This design comes from an exercise in tuning for a short achievable clock period and few clock cycles on the open sky130 flow, not from production work.
No run shown here included a check of the RTL's function; only the layout flow was run.
No activity file was given, so power comes from the tool's default toggle rates.

### flow/config.mk
export PLATFORM = sky130hd
export DESIGN_NAME = RV32core
export DESIGN_NICKNAME = RV32core
export VERILOG_FILES = /design/flow/design.v
export SDC_FILE = /design/flow/constraint.sdc
export NUM_CORES = 8
export LEC_CHECK = 0
export ABC_CLOCK_PERIOD_IN_PS = 1000
export CAP_MARGIN = 20
export CORE_MARGIN = 2
export CORE_UTILIZATION = 40
export SLEW_MARGIN = 20
### flow/constraint.sdc
create_clock -name core_clock -period 17.0 [get_ports {clk}]
set_input_delay 3.4000 -clock core_clock [delete_from_list [all_inputs] [get_ports {clk}]]
set_output_delay 3.4000 -clock core_clock [all_outputs]
set_load 0.01 [all_outputs]
### flow/design.v
`timescale 1ns / 1ps
module RV32core(
        input clk,   
        input rst,   
        output[31:0] imem_addr,
        input [31:0] imem_data,
        output[31:0] dmem_addr,
        output[31:0] dmem_wdata,
        output[3:0]  dmem_wstrb,
        input [31:0] dmem_rdata
    );
    localparam BI = 4;               
    localparam NB = 1 << BI;
    localparam HI = 5;               
    localparam NH = 1 << HI;
    localparam LH = 5;               
    localparam NP = 1 << LH;
    localparam RD = 4;               
    localparam T_BR = 2'd0, T_JAL = 2'd1, T_RET = 2'd2, T_IND = 2'd3;
    reg [31:0] pc_f;
    reg        v_d;
    reg [31:0] ir_d, pc_d, ptgt_d, pc4_d, brt_d, jalt_d;
    reg        pt_d;                 
    reg        bp_d;                 
    reg [HI-1:0] bi_d;               
    reg        v_e;
    reg [31:0] a_e, b_e, sd_e;       
    reg        a_m, b_m, s_m;       
    reg [10:0] alu_e;                
    reg [31:0] link_e, alt_e, ctgt_e, jcmp_e, pc_e;
    reg        br_e, jal_e, jalr_e, ret_e, call_e, ld_e, st_e, wen_e, pt_e;
    reg [5:0]  mc_e;                 
    reg        jx_e, jc_e;           
    reg [2:0]  f3_e;
    reg [4:0]  rd_e;
    reg [HI-1:0] bi_e;
    reg [31:0] res_m, wdata_m;
    reg [3:0]  wstrb_m;
    reg        ld_m, wen_m;
    reg [2:0]  f3_m;
    reg [4:0]  rd_m;
    reg [31:0] val_w;
    reg        wen_w;
    reg [4:0]  rd_w;
    reg [31:0] rf [1:31];
    reg          btb_v   [0:NB-1];
    reg [31:BI+2] btb_tag [0:NB-1];
    reg [31:0]   btb_tgt [0:NB-1];
    reg [1:0]    btb_typ [0:NB-1];
    reg [LH-1:0] dh      [0:NH-1];   
    reg          dp      [0:NH-1];   
    reg [7:0]    lp_tag  [0:NH-1];
    reg [4:0]    lp_trip [0:NH-1];   
    reg [4:0]    lp_cnt  [0:NH-1];   
    reg          lp_conf [0:NH-1];
    reg [1:0]    pht     [0:NP-1];
    reg [31:0]   ras     [0:RD-1];
    reg [1:0]    ras_sp;             
    wire [15:0] ld_h = res_m[1] ? dmem_rdata[31:16] : dmem_rdata[15:0];
    wire [7:0]  ld_b = res_m[0] ? ld_h[15:8] : ld_h[7:0];
    wire [31:0] ld_v = f3_m[1] ? dmem_rdata :
                       f3_m[0] ? {{16{~f3_m[2] & ld_h[15]}}, ld_h} :
                                 {{24{~f3_m[2] & ld_b[7]}}, ld_b};
    wire [31:0] val_m = ld_m ? ld_v : res_m;
    reg [31:0] pc_o, res_o;
    assign imem_addr = pc_o;
    wire [BI-1:0] bx_f = pc_f[BI+1:2];
    wire [HI-1:0] hx_f = pc_f[HI+1:2];
    wire hit_f = btb_v[bx_f] && btb_tag[bx_f] == pc_f[31:BI+2];
    wire [1:0] typ_f = btb_typ[bx_f];
    wire bp_f = dp[hx_f];
    wire taken_f = hit_f && (typ_f != T_BR || bp_f);
    wire [31:0] ras_top = ras[ras_sp];
    wire [31:0] tgt_f = typ_f == T_RET ? ras_top : btb_tgt[bx_f];
    wire [31:0] pc4_f = pc_f + 32'd4;
    wire [31:0] fimm_b = {{20{imem_data[31]}}, imem_data[7], imem_data[30:25], imem_data[11:8], 1'b0};
    wire [31:0] fimm_j = {{12{imem_data[31]}}, imem_data[19:12], imem_data[20], imem_data[30:21], 1'b0};
    wire [31:0] brt_f  = pc_f + fimm_b;
    wire [31:0] jalt_f = pc_f + fimm_j;
    wire [6:0] op = ir_d[6:0];
    wire [2:0] f3 = ir_d[14:12];
    wire [4:0] rd = ir_d[11:7], rs1 = ir_d[19:15], rs2 = ir_d[24:20];
    wire is_lui   = v_d && op == 7'b0110111;
    wire is_auipc = v_d && op == 7'b0010111;
    wire is_jal   = v_d && op == 7'b1101111;
    wire is_jalr  = v_d && op == 7'b1100111;
    wire is_br    = v_d && op == 7'b1100011;
    wire is_ld    = v_d && op == 7'b0000011;
    wire is_st    = v_d && op == 7'b0100011;
    wire is_opi   = v_d && op == 7'b0010011;
    wire is_op    = v_d && op == 7'b0110011;
    wire writes  = is_lui | is_auipc | is_jal | is_jalr | is_ld | is_opi | is_op;
    wire wen_d   = writes && rd != 5'd0;
    wire a_rs1   = is_op | is_opi | is_ld | is_st | is_br | is_jalr;
    wire b_rs2   = is_op | is_br;
    wire use1    = a_rs1;
    wire use2    = is_op | is_br | is_st;
    wire is_call = (is_jal | is_jalr) && (rd == 5'd1 || rd == 5'd5);
    wire is_ret  = is_jalr && rd == 5'd0 && (rs1 == 5'd1 || rs1 == 5'd5);
    wire [31:0] imm_i = {{20{ir_d[31]}}, ir_d[31:20]};
    wire [31:0] imm_s = {{20{ir_d[31]}}, ir_d[31:25], ir_d[11:7]};
    wire [31:0] imm_b = {{20{ir_d[31]}}, ir_d[7], ir_d[30:25], ir_d[11:8], 1'b0};
    wire [31:0] imm_u = {ir_d[31:12], 12'b0};
    wire [31:0] imm_j = {{12{ir_d[31]}}, ir_d[19:12], ir_d[20], ir_d[30:21], 1'b0};
    wire [31:0] rf1 = rs1 == 5'd0 ? 32'd0 : rf[rs1];
    wire [31:0] rf2 = rs2 == 5'd0 ? 32'd0 : rf[rs2];
    wire [31:0] rv1 = (wen_m && rd_m == rs1) ? val_m : (wen_w && rd_w == rs1) ? val_w : rf1;
    wire [31:0] rv2 = (wen_m && rd_m == rs2) ? val_m : (wen_w && rd_w == rs2) ? val_w : rf2;
    wire stall_d = ld_e && rd_e != 5'd0 &&
                   ((use1 && rs1 == rd_e) || (use2 && rs2 == rd_e));
    wire m1 = wen_e && rd_e == rs1;
    wire m2 = wen_e && rd_e == rs2;
    wire ras_ok = 1'b1;
    wire id_jal  = is_jal && !pt_d;
    wire id_br   = is_br && !pt_d && bp_d;
    wire id_ret  = is_ret && !pt_d && ras_ok;
    wire id_bad  = pt_d && !(is_br | is_jal | is_jalr);
    wire [31:0] id_tgt = id_jal ? jalt_d : id_br ? brt_d : id_ret ? ras_top : pc4_d;
    wire [31:0] A  = a_m ? res_m : a_e;
    wire [31:0] B  = b_m ? res_m : b_e;
    wire [31:0] SD = s_m ? res_m : sd_e;
    wire [31:0] sum  = A + B;
    wire [31:0] diff = A - B;
    wire eq  = A == B;
    wire [30:0] c_lt0 = ~A[30:0] & B[30:0];
    wire [30:0] c_eq0 = ~(A[30:0] ^ B[30:0]);
    wire [15:0] c_lt1, c_eq1;
    wire [7:0]  c_lt2, c_eq2;
    wire [3:0]  c_lt3, c_eq3;
    wire [1:0]  c_lt4, c_eq4;
    genvar g;
    generate
        for (g = 0; g < 15; g = g + 1) begin : cmp1
            assign c_lt1[g] = c_lt0[2*g+1] | c_eq0[2*g+1] & c_lt0[2*g];
            assign c_eq1[g] = c_eq0[2*g+1] & c_eq0[2*g];
        end
        for (g = 0; g < 8; g = g + 1) begin : cmp2
            assign c_lt2[g] = c_lt1[2*g+1] | c_eq1[2*g+1] & c_lt1[2*g];
            assign c_eq2[g] = c_eq1[2*g+1] & c_eq1[2*g];
        end
        for (g = 0; g < 4; g = g + 1) begin : cmp3
            assign c_lt3[g] = c_lt2[2*g+1] | c_eq2[2*g+1] & c_lt2[2*g];
            assign c_eq3[g] = c_eq2[2*g+1] & c_eq2[2*g];
        end
        for (g = 0; g < 2; g = g + 1) begin : cmp4
            assign c_lt4[g] = c_lt3[2*g+1] | c_eq3[2*g+1] & c_lt3[2*g];
            assign c_eq4[g] = c_eq3[2*g+1] & c_eq3[2*g];
        end
    endgenerate
    assign c_lt1[15] = c_lt0[30];
    assign c_eq1[15] = c_eq0[30];
    wire lt_lo = c_lt4[1] | c_eq4[1] & c_lt4[0];
    wire ltu = ~A[31] & B[31] | ~(A[31] ^ B[31]) & lt_lo;
    wire lt  = A[31] & ~B[31] | ~(A[31] ^ B[31]) & lt_lo;
    wire [4:0] sh = B[4:0];
    wire [31:0] r_sll = A << sh;
    wire [31:0] r_srl = A >> sh;
    wire [31:0] r_sra = $signed(A) >>> sh;
    wire [31:0] res_e =
        {32{alu_e[0]}}  & sum |
        {32{alu_e[1]}}  & diff[31:0] |
        {32{alu_e[2]}}  & (A & B) |
        {32{alu_e[3]}}  & (A | B) |
        {32{alu_e[4]}}  & (A ^ B) |
        {32{alu_e[5]}}  & r_sll |
        {32{alu_e[6]}}  & r_srl |
        {32{alu_e[7]}}  & r_sra |
        {32{alu_e[8]}}  & {31'd0, lt} |
        {32{alu_e[9]}}  & {31'd0, ltu} |
        {32{alu_e[10]}} & link_e;
    wire mis_br = mc_e[0] & eq | mc_e[1] & ~eq | mc_e[2] & lt | mc_e[3] & ~lt |
                  mc_e[4] & ltu | mc_e[5] & ~ltu;
    wire taken_e = mis_br ^ pt_e;
    wire redirect_ex = mis_br | jx_e | jc_e & (A != jcmp_e);
    wire [31:0] jtgt_e = {sum[31:1], 1'b0};
    wire [31:0] tgt_ex = jalr_e ? jtgt_e : alt_e;
    wire redirect_id0 = id_jal | id_br | id_ret | id_bad;
    wire redirect_id = !redirect_ex && !stall_d && redirect_id0;
    wire [31:0] pc_nx = stall_d ? pc_f : redirect_id0 ? id_tgt : taken_f ? tgt_f : pc4_f;
    wire [3:0] strb_e = f3_e[1] ? 4'b1111 :
                        f3_e[0] ? (4'b0011 << sum[1:0]) : (4'b0001 << sum[1:0]);
    wire [31:0] wd_e = f3_e[1] ? SD : f3_e[0] ? {2{SD[15:0]}} : {4{SD[7:0]}};
    assign dmem_addr  = res_o;
    assign dmem_wdata = wdata_m;
    assign dmem_wstrb = wstrb_m;
    integer i;
    always @(posedge clk or posedge rst) begin
        if (rst) begin
            pc_f <= 32'd0;
            v_d <= 1'b0;
            pt_d <= 1'b0;
        end else begin
            pc_f <= redirect_ex ? tgt_ex : pc_nx;
            if (redirect_ex || redirect_id) begin
                v_d <= 1'b0;
                pt_d <= 1'b0;
            end else if (!stall_d) begin
                v_d <= 1'b1;
                pt_d <= taken_f;
            end
        end
    end
    always @(posedge clk) begin
        if (!stall_d) begin
            ir_d <= imem_data;
            pc_d <= pc_f;
            pc4_d <= pc4_f;
            brt_d <= brt_f;
            jalt_d <= jalt_f;
            ptgt_d <= tgt_f;
            bp_d <= bp_f;
            bi_d <= hx_f;
        end
    end
    wire go_e = !redirect_ex && !stall_d;
    wire pt_n = pt_d | id_br | id_ret;           
    wire [31:0] ptgt_n = pt_d ? ptgt_d : ras_top;
    always @(posedge clk or posedge rst) begin
        if (rst) begin
            v_e <= 1'b0;
            a_m <= 1'b0; b_m <= 1'b0; s_m <= 1'b0;
            alu_e <= 11'd0;
            br_e <= 1'b0; jal_e <= 1'b0; jalr_e <= 1'b0; ret_e <= 1'b0; call_e <= 1'b0;
            ld_e <= 1'b0; st_e <= 1'b0; wen_e <= 1'b0; pt_e <= 1'b0;
            mc_e <= 6'd0; jx_e <= 1'b0; jc_e <= 1'b0;
        end else if (!go_e) begin
            v_e <= 1'b0;
            a_m <= 1'b0; b_m <= 1'b0; s_m <= 1'b0;
            alu_e <= 11'd0;
            br_e <= 1'b0; jal_e <= 1'b0; jalr_e <= 1'b0; ret_e <= 1'b0; call_e <= 1'b0;
            ld_e <= 1'b0; st_e <= 1'b0; wen_e <= 1'b0; pt_e <= 1'b0;
            mc_e <= 6'd0; jx_e <= 1'b0; jc_e <= 1'b0;
        end else begin
            v_e <= v_d;
            a_m <= a_rs1 && m1;
            b_m <= b_rs2 && m2;
            s_m <= is_st && m2;
            alu_e[0]  <= is_lui | is_auipc | is_ld | is_st |
                         (is_op & f3 == 3'd0 & ~ir_d[30]) | (is_opi & f3 == 3'd0);
            alu_e[1]  <= is_op & f3 == 3'd0 & ir_d[30];
            alu_e[2]  <= (is_op | is_opi) & f3 == 3'd7;
            alu_e[3]  <= (is_op | is_opi) & f3 == 3'd6;
            alu_e[4]  <= (is_op | is_opi) & f3 == 3'd4;
            alu_e[5]  <= (is_op | is_opi) & f3 == 3'd1;
            alu_e[6]  <= (is_op | is_opi) & f3 == 3'd5 & ~ir_d[30];
            alu_e[7]  <= (is_op | is_opi) & f3 == 3'd5 & ir_d[30];
            alu_e[8]  <= (is_op | is_opi) & f3 == 3'd2;
            alu_e[9]  <= (is_op | is_opi) & f3 == 3'd3;
            alu_e[10] <= is_jal | is_jalr;
            br_e <= is_br; jal_e <= is_jal; jalr_e <= is_jalr; ret_e <= is_ret; call_e <= is_call;
            ld_e <= is_ld; st_e <= is_st; wen_e <= wen_d;
            pt_e <= pt_n;
            mc_e <= {is_br & (f3 == (pt_n ? 3'd6 : 3'd7)), is_br & (f3 == (pt_n ? 3'd7 : 3'd6)),
                     is_br & (f3 == (pt_n ? 3'd4 : 3'd5)), is_br & (f3 == (pt_n ? 3'd5 : 3'd4)),
                     is_br & (f3 == (pt_n ? 3'd0 : 3'd1)), is_br & (f3 == (pt_n ? 3'd1 : 3'd0))};
            jx_e <= is_jalr & ~pt_n;
            jc_e <= is_jalr & pt_n;
        end
    end
    always @(posedge clk) begin
        a_e <= is_auipc ? pc_d : is_lui ? 32'd0 : rv1;
        b_e <= b_rs2 ? rv2 : is_st ? imm_s : (is_lui | is_auipc) ? imm_u : imm_i;
        sd_e <= rv2;
        link_e <= pc4_d;
        alt_e <= pt_n ? pc4_d : brt_d;
        ctgt_e <= is_jal ? jalt_d : brt_d;
        jcmp_e <= ptgt_n - imm_i;
        pc_e <= pc_d;
        f3_e <= f3;
        rd_e <= rd;
        bi_e <= bi_d;
    end
    always @(posedge clk or posedge rst) begin
        if (rst) begin
            wstrb_m <= 4'd0;
            ld_m <= 1'b0;
            wen_m <= 1'b0;
        end else begin
            wstrb_m <= st_e ? strb_e : 4'd0;
            ld_m <= ld_e;
            wen_m <= wen_e;
        end
    end
    always @(posedge clk) begin
        pc_o <= rst ? 32'd0 : redirect_ex ? tgt_ex : pc_nx;
        res_o <= rst ? 32'd0 : res_e;
        res_m <= res_e;
        wdata_m <= wd_e;
        f3_m <= f3_e;
        rd_m <= rd_e;
    end
    always @(posedge clk or posedge rst) begin
        if (rst) wen_w <= 1'b0;
        else wen_w <= wen_m;
    end
    always @(posedge clk) begin
        val_w <= val_m;
        rd_w <= rd_m;
    end
    always @(posedge clk) begin
        if (wen_w) rf[rd_w] <= val_w;
    end
    reg          u_btb, u_br, u_tk, rst_q;
    reg [BI-1:0] u_bx;
    reg [HI-1:0] u_hx;
    reg [7:0]    u_ltag;
    reg [31:BI+2] u_tag;
    reg [31:0]   u_tgt;
    reg [1:0]    u_typ;
    always @(posedge clk or posedge rst) begin
        if (rst) begin
            u_btb <= 1'b0; u_br <= 1'b0;
        end else begin
            u_btb <= br_e && taken_e || jal_e || jalr_e;
            u_br <= br_e;
        end
    end
    always @(posedge clk) begin
        rst_q <= rst;
        u_tk <= taken_e;
        u_bx <= pc_e[BI+1:2];
        u_hx <= bi_e;
        u_ltag <= pc_e[HI+9:HI+2];
        u_tag <= pc_e[31:BI+2];
        u_tgt <= jalr_e ? jtgt_e : ctgt_e;
        u_typ <= br_e ? T_BR : jal_e ? T_JAL : ret_e ? T_RET : T_IND;
    end
    wire [LH-1:0] d_h  = dh[u_hx];
    wire [1:0]    d_c  = pht[d_h];
    wire [1:0]    d_c1 = u_tk ? (d_c == 2'b11 ? 2'b11 : d_c + 2'd1) :
                                (d_c == 2'b00 ? 2'b00 : d_c - 2'd1);
    wire [LH-1:0] d_h1 = {d_h[LH-2:0], u_tk};
    wire          l_hit  = lp_tag[u_hx] == u_ltag;
    wire [4:0]    l_cnt0  = l_hit ? lp_cnt[u_hx] : 5'd0;
    wire [4:0]    l_trip0 = l_hit ? lp_trip[u_hx] : 5'd0;
    wire          l_conf0 = l_hit & lp_conf[u_hx];
    wire [5:0]    l_run   = {1'b0, l_cnt0} + 6'd1;       
    reg  [4:0]    l_cnt1, l_trip1;
    reg           l_conf1;
    always @(*) begin
        if (u_tk) begin
            if (l_cnt0 == 5'd31) begin
                l_cnt1 = 5'd0; l_trip1 = 5'd0; l_conf1 = 1'b0;
            end else begin
                l_cnt1 = l_cnt0 + 5'd1; l_trip1 = l_trip0; l_conf1 = l_conf0;
            end
        end else begin
            l_cnt1 = 5'd0;
            if (l_run == {1'b0, l_trip0}) begin
                l_trip1 = l_trip0; l_conf1 = 1'b1;
            end else begin
                l_trip1 = l_run[4:0]; l_conf1 = 1'b0;
            end
        end
    end
    wire          l_pred = {1'b0, l_cnt1} + 6'd1 < {1'b0, l_trip1};
    reg           w_v, w_lc, w_lp;
    reg [HI-1:0]  w_hx;
    reg [LH-1:0]  w_h1;
    always @(posedge clk or posedge rst) begin
        if (rst) w_v <= 1'b0;
        else w_v <= u_br;
    end
    always @(posedge clk) begin
        w_hx <= u_hx;
        w_h1 <= d_h1;
        w_lc <= l_conf1;
        w_lp <= l_pred;
    end
    wire [1:0]    w_c = pht[w_h1];
    wire          w_pht = w_c[1];
    always @(posedge clk) begin
        if (rst_q) begin
            for (i = 0; i < NB; i = i + 1) btb_v[i] <= 1'b0;
            for (i = 0; i < NH; i = i + 1) begin
                dh[i] <= {LH{1'b0}};
                dp[i] <= 1'b0;
                lp_tag[i] <= 8'd0;
                lp_trip[i] <= 5'd0;
                lp_cnt[i] <= 5'd0;
                lp_conf[i] <= 1'b0;
            end
            for (i = 0; i < NP; i = i + 1) pht[i] <= 2'b01;
            for (i = 0; i < RD; i = i + 1) ras[i] <= 32'd0;
            ras_sp <= 2'd0;
        end else begin
            if (u_btb) btb_v[u_bx] <= 1'b1;
            if (u_br) begin
                pht[d_h] <= d_c1;
                dh[u_hx] <= d_h1;
                lp_tag[u_hx] <= u_ltag;
                lp_trip[u_hx] <= l_trip1;
                lp_cnt[u_hx] <= l_cnt1;
                lp_conf[u_hx] <= l_conf1;
            end
            if (w_v) dp[w_hx] <= w_lc ? w_lp : w_pht;
            if (call_e) begin
                ras[ras_sp + 2'd1] <= link_e;
                ras_sp <= ras_sp + 2'd1;
            end else if (ret_e) begin
                ras_sp <= ras_sp - 2'd1;
            end
        end
    end
    always @(posedge clk) begin
        if (u_btb) begin
            btb_tag[u_bx] <= u_tag;
            btb_tgt[u_bx] <= u_tgt;
            btb_typ[u_bx] <= u_typ;
        end
    end
endmodule
### flow/flow/run.sh
#!/bin/bash
# Layout: the standard ORFS flow, with timing repair asked to leave
# SETUP_SLACK_MARGIN ns of setup slack at the design's clock period.
set -euo pipefail
MARGIN=${MARGIN:-12.8}
bash standard.sh synth > synth.log 2>&1
bash standard.sh SETUP_SLACK_MARGIN=$MARGIN finish > layout.log 2>&1
### flow/standard.sh
#!/bin/bash
# synth_recipe.tcl (not shown) runs the flow's synth.tcl, then flattens the netlist and writes it again
# the make line also repeats each setting of config.mk as NAME=value (left out here)
make -C /OpenROAD-flow-scripts/flow DESIGN_CONFIG=/design/flow/config.mk WORK_HOME=/design/flow/orfs CLKGATE_MAP_FILE= SYNTH_SCRIPT=/design/flow/synth_recipe.tcl "${@:-finish}"
==> results of run 1 <==
-- power breakdown --
group          internal (mW)  leakage [nW]  total, mW  switching [mW]
Combinational           3.54          30.5       8.71            5.17
Clock                   5.09          6.42       8.86            3.78
Sequential              11.0          35.7       12.2            1.17
Total                   19.7          72.6       29.8            10.1
-- registers in the layout, indices dropped and copies added, names as in the netlist, 64 cells and up, named ones only --
register  flops
btb_tag     416
ras         128
lp_trip     160
dh          160
btb_tgt     512
rf          992
pht          64
lp_cnt      160
lp_tag      256
-- metal layers --
metal  vias up  part of all wire
met5         -           0.00016
met4        16             0.089
met3      1703             0.087
met2      6690              0.46
met1     59600              0.36
li1      46200                 -
-- what timing repair did --
item                        CTS  global route
resized for setup          1751           591
cloned                       57            24
setup endpoints to repair  1906           795
hold endpoints to repair      0             0
hold buffers                  0             0
setup buffers               329           197
pin swaps                   240           281
-- stage by stage --
stage	util	worst slack [ns]	power [mW]	hold WS (ns)	std cells
after floorplan	-	11.40	15.9	0.310	11500
final	0.487	11.97	29.8	0.299	18300
after global routing	0.487	11.87	30.5	0.304	18200
after global placement	0.423	9.47	19.0	0.311	16800
after CTS	0.476	11.94	29.0	0.301	17900
after detailed placement	0.423	9.49	19.1	0.312	16800
-- cell type report --
cell class                 count  area (sq um)  share of cell area
sequential                  3751        107000               0.515
multi-input combinational   6656         67200               0.323
timing repair buffer        1092         12200              0.0584
clock buffer                 538         11100              0.0533
tap                         5687          7120              0.0342
clock inverter               211          2110              0.0102
inverter                     223           917             0.00441
antenna                      115           288             0.00138
timing repair inverter         4          30.0            0.000144
-- cell usage in the layout, fill, tap and decap left out, drive strengths merged, types with 56 or more instances in the layout --
| cell type | n |
|---|---|
| a211oi | 177 |
| a21o | 104 |
| a21oi | 343 |
| a221oi | 56 |
| a22oi | 110 |
| and2 | 231 |
| and3 | 246 |
| buf | 1008 |
| clkbuf | 565 |
| clkinv | 155 |
| dfrtp | 75 |
| dfxtp | 543 |
| diode | 115 |
| edfxtp | 3133 |
| ha | 211 |
| inv | 225 |
| mux2 | 233 |
| mux2i | 536 |
| mux4 | 1028 |
| nand2 | 523 |
| nand2b | 84 |
| nand3 | 128 |
| nor2 | 1155 |
| nor3 | 112 |
| o21ai | 301 |
| o21bai | 56 |
| o22ai | 56 |
| xnor2 | 181 |
| xor2 | 64 |
-- path summary, 6_finish.rpt --
check,from,endpoint,slack [ns],depth (start not counted)
worst max register to register,u_hx[0],w_lp,12.14,25
max in group asynchronous,rst,pt_d,13.55,3
worst min register to register,pc_e[11],u_tag[11],0.30,0
min in group asynchronous,rst,wstrb_m[0],2.52,2
worst max-delay path,pc_o[19],imem_addr[19],11.97,1
worst min-delay path,pc_e[11],u_tag[11],0.30,0
-- cells by family (layout without fill, tap and decap cells) --
group           count (synthesis)  count (layout)
other cells                     0             115
mux                          1797            1797
compound gates               1607            1607
fa+ha+maj                     218             221
simple gates                 2778            2786
buf+inv                      1079            2068
flops                        3751            3751
xor+xnor                      245             245
==> run notes, run 1 <==
- Outcome: timing/DRC/antenna clean
- H-Tree Depth: 5
- Initial antenna violation count: 64
- Xor-xnor portion of the synthesized cell area: 0.0125
- Clock sink total: 3751
- Library cells used by synthesis: 88
- Post-route cell area: 208000 sq um
- Grt total ovfl: 0
- Worst path cell trace: buf_6
- Clk_skew: 0.0929 ns
- Sequential cell area fraction in the yosys report: 0.624
- Endpoints failing setup: 0
- Gpl congestion: 1.00
- PwrDens: 143 nW/um^2
- CP max-delay cell: dfxtp_4
- Drt pass-1 iters: 5
- Avg WL per Cell: 37.0 microns
- Post-Synth Simple-Gate Area: 0.0767
- Final hold vios: 0
- Slowest cell delay on critical path: 0.48 ns
- Via count: 114000
- Slew HR: 0.0818
- Vias in the first global route: 112000
- Grt peak-use layer: met2
- Crit-path max FO: 1
- RSZ-0062 raised after global routing: yes
- Yosys warns: 1
- Ports: 166
- Largest net degree at the start of global routing: 121
- DIE HEIGHT: 658 microns
- Most numerous cell in the Yosys netlist: edfxtp_1
- Syn nets: 11800
- Maximum root-to-sink buffer count: 4
- Total die area: 433000 sq um
- Met3 usage: 0.0558
- Top cell family by delay on the critical path: flip-flops
- GR Layer Usage met2: 0.474
- Via density: 6.25
- Most used DFF post-synth: edfxtp_1
- Nets: 12400
- Top cells by count, synth: edfxtp_1 (3133), nor2_1 (1155), mux4_2 (1028)
- Top-area cell type share of the netlist area: 0.550
- Final Critical Period: 5.03 ns
- Max-cap violations: 0
- DP Wirelength: 421000 microns
- Root buffer cell: clkbuf_16
- DRT antenna net count: 0
- Reg clk slew, reported paths: 0.06 ns
- CP required: 13.60 ns
- First-pass GRT wire length: 912000 microns
- Asr flop ratio synth: 0.0200
- DRC: 0
- Fill cells: 35800
- Core region area: 427000 sq um
- Mean Syn Cell Area: 14.9 sq um
- VDD IR max: 0.141 mV
- Critical path capture point type: output pin
- Initial Utilization: 0.401
- TritonCTS Buffers: 402
- Max-slew violation count: 0
- Port Buf Inserts: 165
- Fin crit share: 0.296
- Highest attainable clock frequency: 199 MHz
- Clk latency of the worst-skew pair: 1.01 ns
- Area fraction in compound gates after synthesis: 0.0632
- Post-synth EDFFs: 3133
- Largest family of logic cells by synthesized area: multiplexers
- Critical Path AT: 1.63 ns
- Top post-synthesis cells by area: edfxtp_1 (55%), mux4_2 (14%), dfxtp_1 (6.4%)
- Cell row count: 240
- Worst-margin pin slew: 1.37 ns
- Hold Path Class: flop to flop
- Synth Area in Adders: 0.0161
- DR iter-0 viols: 14800
- Die width: 658 microns
- Mux cell area share after synthesis: 0.182
- Layout cell share with drive strength beyond 1: 0.324
- Worst path bufs/invs: 1
- Startpoint Class: flop
- DP Area: 181000 sq um
- Cell count after synthesis: 11500
- P&R area growth vs syn: 21.6%
- Setup CP Type: flop to output pin
- Global Route Usage Sum: 0.301
- Leakage: 72.6 nW
- Post-Route WL: 676000 microns
- Cell taking the most area after synthesis: edfxtp_1
- CTS tree: built
- Met1 usage: 0.372
- Synth Cell Area: 171000 sq um
- Synth Register Bits: 3751
- Setup TNS: 0 ns
==> run 2: changes to the inputs <==
--- a/flow/design.v
+++ b/flow/design.v
@@ -26,6 +26,7 @@
     reg        v_e;
     reg [31:0] a_e, b_e, sd_e;       
     reg        a_m, b_m, s_m;       
+    reg        a_h, b_h;            
     reg [10:0] alu_e;                
     reg [31:0] link_e, alt_e, ctgt_e, jcmp_e, pc_e;
     reg        br_e, jal_e, jalr_e, ret_e, call_e, ld_e, st_e, wen_e, pt_e;
@@ -75,8 +76,18 @@
     wire [31:0] pc4_f = pc_f + 32'd4;
     wire [31:0] fimm_b = {{20{imem_data[31]}}, imem_data[7], imem_data[30:25], imem_data[11:8], 1'b0};
     wire [31:0] fimm_j = {{12{imem_data[31]}}, imem_data[19:12], imem_data[20], imem_data[30:21], 1'b0};
-    wire [31:0] brt_f  = pc_f + fimm_b;
-    wire [31:0] jalt_f = pc_f + fimm_j;
+    wire [13:0] brt_lo  = {1'b0, pc_f[12:0]} + {1'b0, fimm_b[12:0]};
+    wire [18:0] brt_hp  = pc_f[31:13] + 19'd1;
+    wire [18:0] brt_hm  = pc_f[31:13] - 19'd1;
+    wire [18:0] brt_hi  = (fimm_b[31] & ~brt_lo[13]) ? brt_hm :
+                          (~fimm_b[31] & brt_lo[13]) ? brt_hp : pc_f[31:13];
+    wire [31:0] brt_f   = {brt_hi, brt_lo[12:0]};
+    wire [21:0] jalt_lo = {1'b0, pc_f[20:0]} + {1'b0, fimm_j[20:0]};
+    wire [10:0] jalt_hp = pc_f[31:21] + 11'd1;
+    wire [10:0] jalt_hm = pc_f[31:21] - 11'd1;
+    wire [10:0] jalt_hi = (fimm_j[31] & ~jalt_lo[21]) ? jalt_hm :
+                          (~fimm_j[31] & jalt_lo[21]) ? jalt_hp : pc_f[31:21];
+    wire [31:0] jalt_f  = {jalt_hi, jalt_lo[20:0]};
     wire [6:0] op = ir_d[6:0];
     wire [2:0] f3 = ir_d[14:12];
     wire [4:0] rd = ir_d[11:7], rs1 = ir_d[19:15], rs2 = ir_d[24:20];
@@ -116,8 +127,8 @@
     wire id_ret  = is_ret && !pt_d && ras_ok;
     wire id_bad  = pt_d && !(is_br | is_jal | is_jalr);
     wire [31:0] id_tgt = id_jal ? jalt_d : id_br ? brt_d : id_ret ? ras_top : pc4_d;
-    wire [31:0] A  = a_m ? res_m : a_e;
-    wire [31:0] B  = b_m ? res_m : b_e;
+    wire [31:0] A  = {a_h ? res_m[31:16] : a_e[31:16], a_m ? res_m[15:0] : a_e[15:0]};
+    wire [31:0] B  = {b_h ? res_m[31:16] : b_e[31:16], b_m ? res_m[15:0] : b_e[15:0]};
     wire [31:0] SD = s_m ? res_m : sd_e;
     wire [31:0] sum  = A + B;
     wire [31:0] diff = A - B;
@@ -258,6 +269,8 @@
         end
     end
     always @(posedge clk) begin
+        a_h <= !rst && go_e && a_rs1 && m1;
+        b_h <= !rst && go_e && b_rs2 && m2;
         a_e <= is_auipc ? pc_d : is_lui ? 32'd0 : rv1;
         b_e <= b_rs2 ? rv2 : is_st ? imm_s : (is_lui | is_auipc) ? imm_u : imm_i;
         sd_e <= rv2;
@@ -353,8 +366,8 @@
             end
         end
     end
-    wire          l_pred = {1'b0, l_cnt1} + 6'd1 < {1'b0, l_trip1};
-    reg           w_v, w_lc, w_lp;
+    reg           w_v, w_lc;
+    reg [4:0]     w_cnt, w_trip;
     reg [HI-1:0]  w_hx;
     reg [LH-1:0]  w_h1;
     always @(posedge clk or posedge rst) begin
@@ -365,10 +378,12 @@
         w_hx <= u_hx;
         w_h1 <= d_h1;
         w_lc <= l_conf1;
-        w_lp <= l_pred;
+        w_cnt <= l_cnt1;
+        w_trip <= l_trip1;
     end
     wire [1:0]    w_c = pht[w_h1];
     wire          w_pht = w_c[1];
+    wire          w_lp = {1'b0, w_cnt} + 6'd1 < {1'b0, w_trip};
     always @(posedge clk) begin
         if (rst_q) begin
             for (i = 0; i < NB; i = i + 1) btb_v[i] <= 1'b0;
--- a/flow/config.mk
+++ b/flow/config.mk
@@ -8,5 +8,5 @@
 export ABC_CLOCK_PERIOD_IN_PS = 1000
 export CAP_MARGIN = 20
 export CORE_MARGIN = 2
-export CORE_UTILIZATION = 40
+export CORE_UTILIZATION = 55
 export SLEW_MARGIN = 20
==> run notes, run 2 <==
- Outcome: finished with violations (was timing/DRC/antenna clean)
- Layout Check Failures: max-capacitance violations, max-slew violations
- Nets: 12300 (was 12400)
- Leakage: 71.9 nW (was 72.6 nW)
- Critical Path AT: 5.95 ns (was 1.63 ns)
- Fin crit share: 0.308 (was 0.296)
- Worst path bufs/invs: 5 (was 1)
- Combinational share of power: 0.303 (was 0.293)
- CP required: 17.72 ns (was 13.60 ns)
- Endpoints failing setup: 0 (unchanged)
- Synth Cell Area: 170000 sq um (was 171000 sq um)
- Startpoint Class: input pin (was flop)
- Most used DFF post-synth: edfxtp_1 (unchanged)
- Hold Path Class: flop to flop (unchanged)
- Top post-synthesis cells by area: edfxtp_1 (55%), mux4_2 (14%), dfxtp_1 (6.5%) (was edfxtp_1 (55%), mux4_2 (14%), dfxtp_1 (6.4%))
- Mean Syn Cell Area: 15.0 sq um (was 14.9 sq um)
- H-Tree Depth: 5 (unchanged)
- Vias in the first global route: 109000 (was 112000)
- Cell count after synthesis: 11400 (was 11500)
- NetSw: 10.0 mW (was 10.1 mW)
- Crit-path max FO: 5 (was 1)
- Clock sink total: 3762 (was 3751)
- First-pass GRT wire length: 854000 microns (was 912000 microns)
- PwrDens: 145 nW/um^2 (was 143 nW/um^2)
- FF-to-FF End: lp_conf[27] (was w_lp)
- Post-synth EDFFs: 3133 (unchanged)
- Min-Delay Startpoint: pc_e[14] (was pc_e[11])
- Critical path capture point type: flop (was output pin)
- Switching fraction of total power: 0.336 (was 0.340)
- DRT antenna net count: 0 (unchanged)
- Gpl congestion: 1.01 (was 1.00)
- DR iter-0 viols: 15500 (was 14800)
- P&R area growth vs syn: 21.3% (was 21.6%)
- Total Power: 29.9 mW (was 29.8 mW)
- Internal power: 19.8 mW (was 19.7 mW)
- Clock power frac: 0.294 (was 0.298)
- Cell taking the most area after synthesis: edfxtp_1 (unchanged)
- Sequential cell area fraction in the yosys report: 0.630 (was 0.624)
- Global Route Usage Sum: 0.389 (was 0.301)
- GR Layer Usage met2: 0.597 (was 0.474)
- Setup TNS: 0 ns (unchanged)
- Reg clk slew, reported paths: 0.06 ns (about the same)
- Synth Register Bits: 3762 (was 3751)
- Ports: 166 (unchanged)
- VDD IR max: 0.181 mV (was 0.141 mV)
- Clk latency of the worst-skew pair: 1.00 ns (was 1.01 ns)
- Asr flop ratio synth: 0.0199 (was 0.0200)
- Post-Route WL: 623000 microns (was 676000 microns)
- Sequential Power Share: 0.403 (was 0.410)
- DP Wirelength: 372000 microns (was 421000 microns)
- Max-cap violations: 1 (was 0)
- FF-to-FF path depth: 19 (was 25)
- Yosys warns: 1 (unchanged)
- Library cells used by synthesis: 100 (was 88)
- Maximum root-to-sink buffer count: 4 (unchanged)
- DIE HEIGHT: 560 microns (was 658 microns)
- Port Buf Inserts: 165 (unchanged)
- Grt peak-use layer: met2 (unchanged)
- Drt pass-1 iters: 7 (was 5)
- Worst path cell trace: buf_12 > ha_4 > inv_2 > fa_2 > nor2b_2 > o21ai_2 > a21boi_2 > o21ai_2 > a21oi_2 > o21bai_2 > a21oi_4 > buf_12 > nor3b_4 > nand4b_1 > buf_6 > buf_4 > o32ai_2 > xor2_1 (was buf_6)
- Die width: 560 microns (was 658 microns)
- Top cell family by delay on the critical path: compound AO/OA/AOI/OAI gates (was flip-flops)
- RSZ-0062 raised after global routing: yes (unchanged)
- Via density: 6.77 (was 6.25)
- Commonest cells after routing, fill and taps aside: edfxtp_1 (3133), mux4_2 (1044), nor2_1 (890) (was edfxtp_1 (3133), mux4_2 (1028), nor2_1 (994))
- Commonest non-fill, non-tap cell in the layout: edfxtp_1 (unchanged)
- Syn nets: 11600 (was 11800)
- Root buffer cell: clkbuf_16 (unchanged)
- Met3 usage: 0.0823 (was 0.0558)
- Most numerous cell in the Yosys netlist: edfxtp_1 (unchanged)
- DRC: 0 (unchanged)
- Met1 usage: 0.514 (was 0.372)
- Hold EP: u_tag[14] (was u_tag[11])
- Slowest cell delay on critical path: 0.24 ns (was 0.48 ns)
- Setup CP Type: input pin to flop (was flop to output pin)
- Layout cell share with drive strength beyond 1: 0.336 (was 0.324)
- Cell count along the critical path: 18 (was 1)
- Highest attainable clock frequency: 191 MHz (was 199 MHz)
- Max reg flops: 992 (unchanged)
- Critical Path Start: imem_data[8] (was pc_o[19])
- CP max-delay cell: o21bai_2 (was dfxtp_4)
- Max-slew violation count: 18 (was 0)
- Avg WL per Cell: 37.5 microns (was 37.0 microns)
- Fin Hold WS: 0.314 ns (was 0.299 ns)
- Final Critical Period: 5.23 ns (was 5.03 ns)
- Top Registers: rf (992), btb_tgt (512), btb_tag (416) (unchanged)
- Grt total ovfl: 0 (unchanged)
- Via count: 113000 (was 114000)
- Top cells by count, synth: edfxtp_1 (3133), nor2_1 (1218), mux4_2 (1044) (was edfxtp_1 (3133), nor2_1 (1155), mux4_2 (1028))
- Total die area: 314000 sq um (was 433000 sq um)
- Largest net degree at the start of global routing: 141 (was 121)
- TritonCTS Buffers: 390 (was 402)
- Slew HR: -0.0199 (was 0.0818)
- Initial antenna violation count: 69 (was 64)
- Reg2Reg Launch Point: u_hx[0] (unchanged)
- Final hold vios: 0 (unchanged)
- Post-CTS Hold Buffers: 0 (unchanged)
- Core region area: 308000 sq um (was 427000 sq um)
- Clk_skew: 0.0712 ns (was 0.0929 ns)
- Reg with most FFs: rf (unchanged)
- FF-to-FF setup slack: 12.01 ns (was 12.14 ns)
- Worst-margin pin slew: 1.53 ns (was 1.37 ns)
- CTS tree: built (unchanged)
- Top-area cell type share of the netlist area: 0.553 (was 0.550)
- Initial Utilization: 0.551 (was 0.401)
- Cell row count: 204 (was 240)
- Hold path cells: 0 (unchanged)
==> run 2: worst max path at each step <==
| stage | end | slack, ns |
|---|---|---|
| detailed placement | brt_d[18] | 9.64 |
| global placement | brt_d[18] | 9.58 |
| finish | brt_d[29] | 11.77 |
| floorplan | jalt_d[25] | 11.22 |
| global route | brt_d[29] | 11.71 |
| CTS | jalt_d[25] | 11.97 |
==> run 2: kinds of logic after synthesis <==
group,share of synthesized area
buffers and inverters,0.0260
muxes,0.179
and+or+nand+nor,0.0752
adders and majority gates,0.0153
DFF,0.630
AOI/OAI and AO/OA,0.0621
xor gates and xnor gates,0.0129
==> run 2: cell type report <==
type | count | area (sq um)
flip-flops and latches | 3762 | 107000
fillers | 21500 | 102000
multi-input cells | 6536 | 66700
repair buffers | 1053 | 12500
clock buffers | 521 | 10900
well taps | 4120 | 5150
clock inverters | 210 | 2220
inverters | 246 | 1060
diodes | 174 | 435
repair inverters | 4 | 32.5
==> run 2: per-stage QoR <==
stage,setup WS (ns),cells,instance area [sq um],util
2_1_floorplan,11.22,11400,171000,-
3_3_place_gp,9.58,15100,177000,0.575
3_5_place_dp,9.64,15100,177000,0.575
4_1_cts,11.97,16300,201000,0.652
5_1_grt,11.71,16600,206000,0.669
6_report,11.77,16600,206000,0.669
==> run 2: what timing repair did <==
| item | 4_1_cts | 5_1_grt |
|---|---|---|
| setup buffers | 361 | 147 |
| pin swaps | 313 | 358 |
| gates resized for setup | 1814 | 828 |
| gates cloned | 85 | 10 |
| endpoints found under the setup margin | 1741 | 936 |
==> run 2: power by group through the flow <==
stage	Clock (mW)	Combinational, mW	Sequential [mW]
CTS	8.83	8.35	12.0
finish	8.79	9.03	12.0
floorplan	0	4.31	11.5
global route	9.20	9.24	12.1
detailed placement	0	6.62	12.2
global placement	0	6.59	12.2
==> run 2: per-layer routing <==
| layer | wire (microns) | part of all wire |
|---|---|---|
| met1 | 227000 | 0.37 |
| met3 | 64100 | 0.10 |
| met4 | 46300 | 0.074 |
| met2 | 285000 | 0.46 |
| met5 | 236 | 0.00038 |
==> run 2: worst register-to-register path, delay by kind of cell (launching register included) <==
family / cells / cell delay, ns
flip-flops: 1 / 0.37
adder cells (fa/ha/maj): 1 / 0.26
XOR/XNOR: 2 / 0.35
AO/OA/AOI/OAI: 4 / 0.80
buffers and inverters: 5 / 0.84
AND/OR/NAND/NOR: 7 / 2.19
==> run 3: changes to the inputs <==
--- a/flow/config.mk
+++ b/flow/config.mk
@@ -8,5 +8,5 @@
 export ABC_CLOCK_PERIOD_IN_PS = 1000
 export CAP_MARGIN = 20
 export CORE_MARGIN = 2
-export CORE_UTILIZATION = 55
+export CORE_UTILIZATION = 40
 export SLEW_MARGIN = 20
==> run notes, run 3 <==
- Yosys warns: 1 (unchanged)
- Outcome: timing/DRC/antenna clean (was finished with violations)
- Global Route Usage Sum: 0.289 (was 0.389)
- FF-to-FF End: lp_conf[12] (was lp_conf[27])
- CP max-delay cell: fa_2 (was o21bai_2)
- Synth Cell Area: 170000 sq um (unchanged)
- DRT antenna net count: 0 (unchanged)
- Setup CP Type: input pin to flop (unchanged)
- Fin crit share: 0.310 (was 0.308)
- Nets: 12200 (was 12300)
- Slowest cell delay on critical path: 0.34 ns (was 0.24 ns)
- Die width: 656 microns (was 560 microns)
- Total Power: 29.2 mW (was 29.9 mW)
- Highest attainable clock frequency: 190 MHz (was 191 MHz)
- FF-to-FF path depth: 19 (unchanged)
- Hold path cells: 0 (unchanged)
- Critical Path Start: imem_data[8] (unchanged)
- Library cells used by synthesis: 100 (unchanged)
- Multi-input logic area: 66300 sq um (was 66700 sq um)
- Initial Utilization: 0.402 (was 0.551)
- Cell count after synthesis: 11400 (unchanged)
- Drt pass-1 iters: 19 (was 7)
- Fill cells: 35500 (was 21500)
- Setup TNS: 0 ns (unchanged)
- Critical path capture point type: flop (unchanged)
- Avg WL per Cell: 35.6 microns (was 37.5 microns)
- Min-Delay Startpoint: bi_e[0] (was pc_e[14])
- Final Critical Period: 5.26 ns (was 5.23 ns)
- Core region area: 423000 sq um (was 308000 sq um)
- Cell taking the most area after synthesis: edfxtp_1 (unchanged)
- Max reg flops: 992 (unchanged)
- Layout cell share with drive strength beyond 1: 0.335 (was 0.336)
- Commonest non-fill, non-tap cell in the layout: edfxtp_1 (unchanged)
- Gpl congestion: 0.993 (was 1.01)
- TritonCTS Buffers: 395 (was 390)
- Max-cap violations: 0 (was 1)
- Reg with most FFs: rf (unchanged)
- Via density: 6.21 (was 6.77)
- Clk_skew: 0.0814 ns (was 0.0712 ns)
- CTS tree: built (unchanged)
- PwrDens: 141 nW/um^2 (was 145 nW/um^2)
- Mean Syn Cell Area: 15.0 sq um (unchanged)
- Asr flop ratio synth: 0.0199 (unchanged)
- Initial antenna violation count: 62 (was 69)
- Reg clk slew, reported paths: 0.07 ns (was 0.06 ns)
- DIE HEIGHT: 656 microns (was 560 microns)
- Clk latency of the worst-skew pair: 1.03 ns (was 1.00 ns)
- Total die area: 430000 sq um (was 314000 sq um)
- P&R area growth vs syn: 21.7% (was 21.3%)
- Slew HR: 0.0272 (was -0.0199)
- DR iter-0 viols: 14700 (was 15500)
- Post-synth EDFFs: 3133 (unchanged)
- Critical Path AT: 5.97 ns (was 5.95 ns)
- Startpoint Class: input pin (unchanged)
- VDD IR max: 0.143 mV (was 0.181 mV)
- Top post-synthesis cells by area: edfxtp_1 (55%), mux4_2 (14%), dfxtp_1 (6.5%) (unchanged)
- Worst path cell trace: buf_8 > ha_4 > inv_2 > fa_2 > nor2b_2 > o21ai_2 > a21boi_2 > o21ai_2 > a21oi_2 > o21bai_2 > a21oi_4 > buf_12 > buf_6 > nor3b_4 > buf_4 > buf_6 > nand3b_1 > o22ai_2 > xor2_1 (was buf_12 > ha_4 > inv_2 > fa_2 > nor2b_2 > o21ai_2 > a21boi_2 > o21ai_2 > a21oi_2 > o21bai_2 > a21oi_4 > buf_12 > nor3b_4 > nand4b_1 > buf_6 > buf_4 > o32ai_2 > xor2_1)
- CP required: 17.71 ns (was 17.72 ns)
- Port Buf Inserts: 165 (unchanged)
- Hold Path Class: flop to flop (unchanged)
- Worst-margin pin slew: 1.46 ns (was 1.53 ns)
- Top cells by count, synth: edfxtp_1 (3133), nor2_1 (1218), mux4_2 (1044) (unchanged)
- Final hold vios: 0 (unchanged)
- Synth Register Bits: 3762 (unchanged)
- Sequential cell area fraction in the yosys report: 0.630 (unchanged)
- Maximum root-to-sink buffer count: 4 (unchanged)
- Root buffer cell: clkbuf_16 (unchanged)
- Cell row count: 239 (was 204)
- DRC: 0 (unchanged)
- Clock sink total: 3762 (unchanged)
- Crit-path max FO: 3 (was 5)
- Top Registers: rf (992), btb_tgt (512), btb_tag (416) (unchanged)
- Commonest cells after routing, fill and taps aside: edfxtp_1 (3133), mux4_2 (1044), nor2_1 (894) (was edfxtp_1 (3133), mux4_2 (1044), nor2_1 (890))
- Via count: 112000 (was 113000)
- First-pass GRT wire length: 877000 microns (was 854000 microns)
- Most numerous cell in the Yosys netlist: edfxtp_1 (unchanged)
- FF-to-FF setup slack: 11.92 ns (was 12.01 ns)
- Vias in the first global route: 109000 (about the same)
- Reg2Reg Launch Point: u_hx[0] (unchanged)
- DP Wirelength: 396000 microns (was 372000 microns)
- Ports: 166 (unchanged)
- Grt total ovfl: 0 (unchanged)
- Syn nets: 11600 (unchanged)
- Largest net degree at the start of global routing: 122 (was 141)
- Endpoints failing setup: 0 (unchanged)
- Register area: 107000 sq um (about the same)
- Post-Route WL: 643000 microns (was 623000 microns)
- H-Tree Depth: 5 (unchanged)
- RSZ-0062 raised after global routing: yes (unchanged)
- Hold EP: u_hx[0] (was u_tag[14])
- Top-area cell type share of the netlist area: 0.553 (unchanged)
- Most used DFF post-synth: edfxtp_1 (unchanged)
- Leakage: 71.5 nW (was 71.9 nW)
- Max-slew violation count: 0 (was 18)
-- run 3: cell counts after synthesis --
No cell type changed its count.
-- run 3: layer usage --
layer | track usage | part of all wire | routed length, microns
met1 | 0.371 | 0.37 | 237000
met2 | 0.454 | 0.46 | 296000
met3 | 0.0463 | 0.091 | 58700
met5 | 0 | 0.000062 | 40
met4 | 0.191 | 0.081 | 52100
-- run 3: per-stage QoR --
stage / hold slack, ns / utilization / cells / setup slack [ns] / area (sq um)
after floorplan: 0.310 / - / 11400 / 11.22 / 171000
after global placement: 0.309 / 0.423 / 16600 / 9.30 / 179000
after detailed placement: 0.312 / 0.423 / 16600 / 9.47 / 179000
after CTS: 0.319 / 0.478 / 17800 / 11.86 / 202000
after global routing: 0.330 / 0.488 / 18000 / 11.62 / 207000
final: 0.319 / 0.489 / 18000 / 11.74 / 207000
-- run 3: how the worst max path moves through the flow --
stage	to	slack [ns]
after global routing	brt_d[25]	11.62
after detailed placement	brt_d[18]	9.47
final	brt_d[17]	11.74
after global placement	brt_d[18]	9.30
after CTS	imem_addr[26]	11.86
after floorplan	jalt_d[25]	11.22
-- run 3: worst max-delay path, delay by kind of cell --
| kind | cells | cell delay (ns) |
|---|---|---|
| adder cells (fa/ha/maj) | 2 | 0.47 |
| buffers and inverters | 6 | 0.67 |
| AO/OA/AOI/OAI | 7 | 0.95 |
| AND/OR/NAND/NOR | 3 | 0.33 |
| XOR/XNOR | 1 | 0.15 |
-- run 3: report_power, final --
part | total [mW] | leakage (nW) | internal, mW | switching, mW
sequential | 12.0 | 35.6 | 11.0 | 1.02
combinational | 8.30 | 29.5 | 3.44 | 4.86
clock | 8.85 | 6.48 | 5.04 | 3.81
-- run 3: cells by family after synthesis --
logic type / Yosys count / share of synthesized area
compound gates: 1577 / 0.0621
xor+xnor: 251 / 0.0129
fa+ha+maj: 205 / 0.0153
buf+inv: 1091 / 0.0260
flops: 3762 / 0.630
mux: 1693 / 0.179
simple gates: 2791 / 0.0752
-- run 3: area by class of cell --
cell class                 instances  area share
tap                             5663      0.0343
timing repair buffer            1006      0.0561
inverter                         246     0.00511
sequential                      3762       0.519
multi-input combinational       6540       0.321
clock inverter                   199     0.00996
clock buffer                     534      0.0540
antenna                           92     0.00111
-- run 3: repair_timing --
action | CTS | global route
gates cloned | 77 | 9
setup buffers | 334 | 151
gates resized for setup | 1845 | 731
hold buffers | 0 | 0
pin swaps | 329 | 344
endpoints found under the setup margin | 1729 | 927
==> run 4: changes to the inputs <==
--- a/flow/design.v
+++ b/flow/design.v
@@ -70,9 +70,9 @@
     wire hit_f = btb_v[bx_f] && btb_tag[bx_f] == pc_f[31:BI+2];
     wire [1:0] typ_f = btb_typ[bx_f];
     wire bp_f = dp[hx_f];
-    wire taken_f = hit_f && (typ_f != T_BR || bp_f);
+    wire btb_f = hit_f && (typ_f != T_BR || bp_f);
     wire [31:0] ras_top = ras[ras_sp];
-    wire [31:0] tgt_f = typ_f == T_RET ? ras_top : btb_tgt[bx_f];
+    wire [31:0] btgt_f = typ_f == T_RET ? ras_top : btb_tgt[bx_f];
     wire [31:0] pc4_f = pc_f + 32'd4;
     wire [31:0] fimm_b = {{20{imem_data[31]}}, imem_data[7], imem_data[30:25], imem_data[11:8], 1'b0};
     wire [31:0] fimm_j = {{12{imem_data[31]}}, imem_data[19:12], imem_data[20], imem_data[30:21], 1'b0};
@@ -88,6 +88,16 @@
     wire [10:0] jalt_hi = (fimm_j[31] & ~jalt_lo[21]) ? jalt_hm :
                           (~fimm_j[31] & jalt_lo[21]) ? jalt_hp : pc_f[31:21];
     wire [31:0] jalt_f  = {jalt_hi, jalt_lo[20:0]};
+    wire f_jal = imem_data[6:0] == 7'b1101111;
+    wire f_br  = imem_data[6:0] == 7'b1100011;
+    wire f_ret = imem_data[6:0] == 7'b1100111 && imem_data[11:7] == 5'd0 &&
+                 (imem_data[19:15] == 5'd1 || imem_data[19:15] == 5'd5);
+    wire f_dir = f_jal | f_br | f_ret;
+    wire taken_f = f_jal | f_br & bp_f | f_ret | ~f_dir & btb_f;
+    wire [31:0] tgt_f = f_jal ? jalt_f : f_br ? brt_f : f_ret ? ras_top : btgt_f;
+    wire [31:0] seq_f = btb_f ? btgt_f : pc4_f;      
+    wire [31:0] brs_f = bp_f ? brt_f : pc4_f;
+    wire [31:0] fnx_f = f_jal ? jalt_f : f_br ? brs_f : f_ret ? ras_top : seq_f;
     wire [6:0] op = ir_d[6:0];
     wire [2:0] f3 = ir_d[14:12];
     wire [4:0] rd = ir_d[11:7], rs1 = ir_d[19:15], rs2 = ir_d[24:20];
@@ -166,7 +176,8 @@
     wire [4:0] sh = B[4:0];
     wire [31:0] r_sll = A << sh;
     wire [31:0] r_srl = A >> sh;
-    wire [31:0] r_sra = $signed(A) >>> sh;
+    wire [63:0] r_sra64 = {{32{A[31]}}, A} >> sh;
+    wire [31:0] r_sra = r_sra64[31:0];
     wire [31:0] res_e =
         {32{alu_e[0]}}  & sum |
         {32{alu_e[1]}}  & diff[31:0] |
@@ -187,7 +198,7 @@
     wire [31:0] tgt_ex = jalr_e ? jtgt_e : alt_e;
     wire redirect_id0 = id_jal | id_br | id_ret | id_bad;
     wire redirect_id = !redirect_ex && !stall_d && redirect_id0;
-    wire [31:0] pc_nx = stall_d ? pc_f : redirect_id0 ? id_tgt : taken_f ? tgt_f : pc4_f;
+    wire [31:0] pc_nx = stall_d ? pc_f : redirect_id0 ? id_tgt : fnx_f;
     wire [3:0] strb_e = f3_e[1] ? 4'b1111 :
                         f3_e[0] ? (4'b0011 << sum[1:0]) : (4'b0001 << sum[1:0]);
     wire [31:0] wd_e = f3_e[1] ? SD : f3_e[0] ? {2{SD[15:0]}} : {4{SD[7:0]}};
@@ -324,7 +335,7 @@
         if (rst) begin
             u_btb <= 1'b0; u_br <= 1'b0;
         end else begin
-            u_btb <= br_e && taken_e || jal_e || jalr_e;
+            u_btb <= jalr_e && !ret_e;
             u_br <= br_e;
         end
     end
==> flow/flow/run.sh (replaced) <==
#!/bin/bash
# Layout: the standard ORFS flow with two changes.
#  * synthesis leaves adders to abc as plain gates (ADDER_MAP_FILE empty)
#    instead of mapping them onto the library's full/half adder cells
#  * timing repair is asked to leave SETUP_SLACK_MARGIN ns of setup slack at
#    the design's clock period, so it works on the real critical paths
# Each tool's output is in synth.log and layout.log, and ORFS's logs under orfs/.
set -euo pipefail
MARGIN=${MARGIN:-12.8}
bash standard.sh ADDER_MAP_FILE= synth > synth.log 2>&1
bash standard.sh ADDER_MAP_FILE= SETUP_SLACK_MARGIN=$MARGIN finish > layout.log 2>&1
==> run notes, run 4 <==
- Sequential cell area fraction in the yosys report: 0.621 (was 0.630)
- Cell taking the most area after synthesis: edfxtp_1 (unchanged)
- CTS tree: built (unchanged)
- PwrDens: 146 nW/um^2 (was 141 nW/um^2)
- Critical path capture point type: flop (unchanged)
- TritonCTS Buffers: 393 (was 395)
- Setup TNS: 0 ns (unchanged)
- Setup CP Type: input pin to flop (unchanged)
- Reg with most FFs: rf (unchanged)
- DRT antenna net count: 0 (unchanged)
- Final hold vios: 0 (unchanged)
- Maximum root-to-sink buffer count: 4 (unchanged)
- Reg clk slew, reported paths: 0.06 ns (was 0.07 ns)
- VDD IR max: 0.138 mV (was 0.143 mV)
- Total die area: 436000 sq um (was 430000 sq um)
- FF-to-FF path depth: 13 (was 19)
- Top Registers: rf (992), btb_tgt (512), btb_tag (416) (unchanged)
- Initial antenna violation count: 51 (was 62)
- Nets: 12100 (was 12200)
- Syn nets: 11700 (was 11600)
- Total Power: 29.8 mW (was 29.2 mW)
- Commonest non-fill, non-tap cell in the layout: edfxtp_1 (unchanged)
- Grt total ovfl: 0 (unchanged)
- Gpl congestion: 0.980 (was 0.993)
- Clk_skew: 0.104 ns (was 0.0814 ns)
- Leakage: 70.4 nW (was 71.5 nW)
- Cell count after synthesis: 11700 (was 11400)
- Top post-synthesis cells by area: edfxtp_1 (55%), mux4_2 (15%), dfxtp_1 (6.4%) (was edfxtp_1 (55%), mux4_2 (14%), dfxtp_1 (6.5%))
- Initial Utilization: 0.401 (was 0.402)
- Synth Register Bits: 3762 (unchanged)
- Fin Hold WS: 0.328 ns (was 0.319 ns)
- Ports: 166 (unchanged)
- Max-slew violation count: 0 (unchanged)
- First-pass GRT wire length: 856000 microns (was 877000 microns)
- Critical Path AT: 6.35 ns (was 5.97 ns)
- DP Area: 181000 sq um (was 179000 sq um)
- Largest net degree at the start of global routing: 133 (was 122)
- Final Util: 0.477 (was 0.489)
- Clk latency of the worst-skew pair: 1.02 ns (was 1.03 ns)
- Internal power: 19.9 mW (was 19.5 mW)
- Top cells by count, synth: edfxtp_1 (3133), nor2_1 (1301), mux4_2 (1138) (was edfxtp_1 (3133), nor2_1 (1218), mux4_2 (1044))
- Combinational share of power: 0.301 (was 0.285)
- Worst-margin pin slew: 1.21 ns (was 1.46 ns)
- Hold path cells: 0 (unchanged)
- Fill cells: 36400 (was 35500)
- Vias in the first global route: 110000 (was 109000)
- Top-area cell type share of the netlist area: 0.546 (was 0.553)
- Root buffer cell: clkbuf_16 (unchanged)
- Mean Syn Cell Area: 14.8 sq um (was 15.0 sq um)
- Switching fraction of total power: 0.334 (was 0.332)
- Final Critical Period: 5.46 ns (was 5.26 ns)
- Core region area: 430000 sq um (was 423000 sq um)
- Post-route cell area: 205000 sq um (was 207000 sq um)
- Outcome: timing/DRC/antenna clean (unchanged)
- Most used DFF post-synth: edfxtp_1 (unchanged)
- H-Tree Depth: 5 (unchanged)
- Post-Route WL: 619000 microns (was 643000 microns)
- Commonest cells after routing, fill and taps aside: edfxtp_1 (3133), nor2_1 (1170), mux4_2 (1138) (was edfxtp_1 (3133), mux4_2 (1044), nor2_1 (894))
- Max-cap violations: 0 (unchanged)
- Avg WL per Cell: 34.1 microns (was 35.6 microns)
- Drt pass-1 iters: 9 (was 19)
- DP Wirelength: 385000 microns (was 396000 microns)
- DIE HEIGHT: 660 microns (was 656 microns)
- Hold Path Class: flop to flop (unchanged)
- RSZ-0062 raised after global routing: yes (unchanged)
- Library cells used by synthesis: 109 (was 100)
- DR iter-0 viols: 14800 (was 14700)
- CP required: 17.89 ns (was 17.71 ns)
- Die width: 660 microns (was 656 microns)
- Port Buf Inserts: 165 (unchanged)
- NetSw: 9.96 mW (was 9.69 mW)
- Max reg flops: 992 (unchanged)
- Via density: 6.19 (was 6.21)
- Startpoint Class: input pin (unchanged)
- Layout cell share with drive strength beyond 1: 0.309 (was 0.335)
- Cell row count: 241 (was 239)
- Highest attainable clock frequency: 183 MHz (was 190 MHz)
- Slew HR: 0.186 (was 0.0272)
- Via count: 112000 (about the same)
- Most numerous cell in the Yosys netlist: edfxtp_1 (unchanged)
- Sequential Power Share: 0.408 (was 0.412)
- Endpoints failing setup: 0 (unchanged)
- Fin crit share: 0.321 (was 0.310)
- Crit-path max FO: 6 (was 3)
- Clock power frac: 0.291 (was 0.303)
- Asr flop ratio synth: 0.0199 (unchanged)
- Global Route Usage Sum: 0.276 (was 0.289)
- Clock sink total: 3762 (unchanged)
- Post-synth EDFFs: 3133 (unchanged)
- Synth Cell Area: 172000 sq um (was 170000 sq um)
- Yosys warns: 1 (unchanged)
- DRC: 0 (unchanged)
- P&R area growth vs syn: 18.9% (was 21.7%)
-- run 4: cell types whose count changed in the layout (fill, tap and decap cells not counted), sizes merged, moves of 71 or more --
cell / previous run / this run
mux4: 1055 / 1138
buf: 923 / 847
xnor2: 170 / 266
diode: 92 / 21
nor2: 1218 / 1304
ha: 198 / 0
-- run 4: area by class of cell --
class                           instances  area (sq um)  share of cell area
Antenna cell                           21          52.6            0.000256
Clock buffer                          496         10600              0.0519
Clock inverter                        238          2310              0.0113
Inverter                              172           679             0.00332
Multi-Input combinational cell       6836         66700               0.326
Sequential cell                      3762        107000               0.524
Tap cell                             5710          7140              0.0349
Timing Repair Buffer                  904         10000              0.0489
-- run 4: worst paths after layout --
kind / start / endpoint / slack (ns)
setup / recovery: imem_data[30] / pc_f[25] / 11.54
hold / removal: pc_e[26] / u_tag[26] / 0.33
setup reg to reg: pc_f[4] / pc_o[26] / 12.15
hold reg to reg: pc_e[26] / u_tag[26] / 0.33
max in group asynchronous: rst / pc_f[5] / 13.01
min in group asynchronous: rst / pc_f[15] / 2.88
-- run 4: what timing repair did --
item,CTS,global route
hold buffers,0,0
gates resized for setup,1571,430
endpoints found under the setup margin,1251,664
pin swaps,206,204
buffers inserted,258,149
hold endpoints to repair,0,0
gates cloned,47,6
-- run 4: power groups by stage --
stage                     registers [mW]  clock network [mW]  logic [mW]
after global placement              12.3                   0        6.89
final                               12.2                8.68        8.97
after detailed placement            12.4                   0        6.94
after global routing                12.2                9.12        9.33
after floorplan                     11.6                   0        4.91
after CTS                           12.1                8.78        8.40
-- run 4: logic make-up (layout without fill, tap and decap cells) --
logic type / Yosys count / count (layout) / synth area share
adder cells (fa/ha/maj): 53 / 58 / 0.00311
other: 0 / 21 / 0
multiplexers: 1761 / 1761 / 0.187
AO/OA/AOI/OAI: 1640 / 1640 / 0.0633
XOR/XNOR: 390 / 390 / 0.0198
flip-flops: 3762 / 3762 / 0.621
buffers and inverters: 1090 / 1810 / 0.0263
AND/OR/NAND/NOR: 2985 / 2987 / 0.0797
-- run 4: worst max-delay path: stages --
cell and delay [ns]:
buf_12 0.13, a31oi_4 0.20, nor2_4 0.05, maj3_2 0.30, maj3_2 0.35, buf_6 0.14
o31ai_4 0.20, buf_12 0.16, and2_4 0.21, mux2i_1 0.22, xnor2_1 0.17, nand2_1 0.11
a311o_1 0.39, buf_4 0.15, a31oi_2 0.15
-- run 4: metal layers --
layer | part of all wire | up-vias | global-route usage | wire (microns)
met5 | 0.00025 | - | 0 | 155
met2 | 0.46 | 6305 | 0.429 | 284000
met1 | 0.39 | 58400 | 0.369 | 239000
met4 | 0.063 | 22 | 0.148 | 39200
li1 | - | 46200 | - | -
met3 | 0.091 | 1303 | 0.0522 | 56200
-- run 4: metrics by stage --
step,worst slack (ns),cells
after global placement,8.87,16900
after CTS,11.46,18000
after detailed placement,8.90,16900
final,11.54,18100
after floorplan,10.86,11700
after global routing,11.51,18100

==> afterwards: timing with drivers on the ports <==
In the flow no input, the clock included, has a driving cell. The finished layouts below were timed again as built, in two steps. Step 1: set_driving_cell puts a clkbuf_16 on clk and a buf_2 on each other input, an assumption about the parent block. Step 2 also shifts input and output timing later by t, the mid clock arrival at the registers, as if the neighbouring blocks saw the same clock. Three values: no drivers, after step 1, after step 2; two values: the first two.
run	shift t [ns]	setup WS [ns]	hold slack, ns	worst setup path after step 2	worst data-port slew with drivers (ns)
run 1	1.086	11.972 / 11.855 / 10.973	0.299 / 0.299 / 0.299	input to register	0.11
run 2	1.072	11.769 / 11.819 / 10.747	0.314 / 0.314 / 0.314	input to register	0.21
run 3	1.104	11.735 / 11.719 / 10.615	0.319 / 0.319 / 0.319	input to register	0.20
run 4	1.062	11.540 / 11.499 / 10.437	0.328 / 0.328 / 0.328	input to register	0.26
For run 3, which loses most, drivers alone change the setup slack by -0.016 ns; drivers and shift together by -1.120 ns.
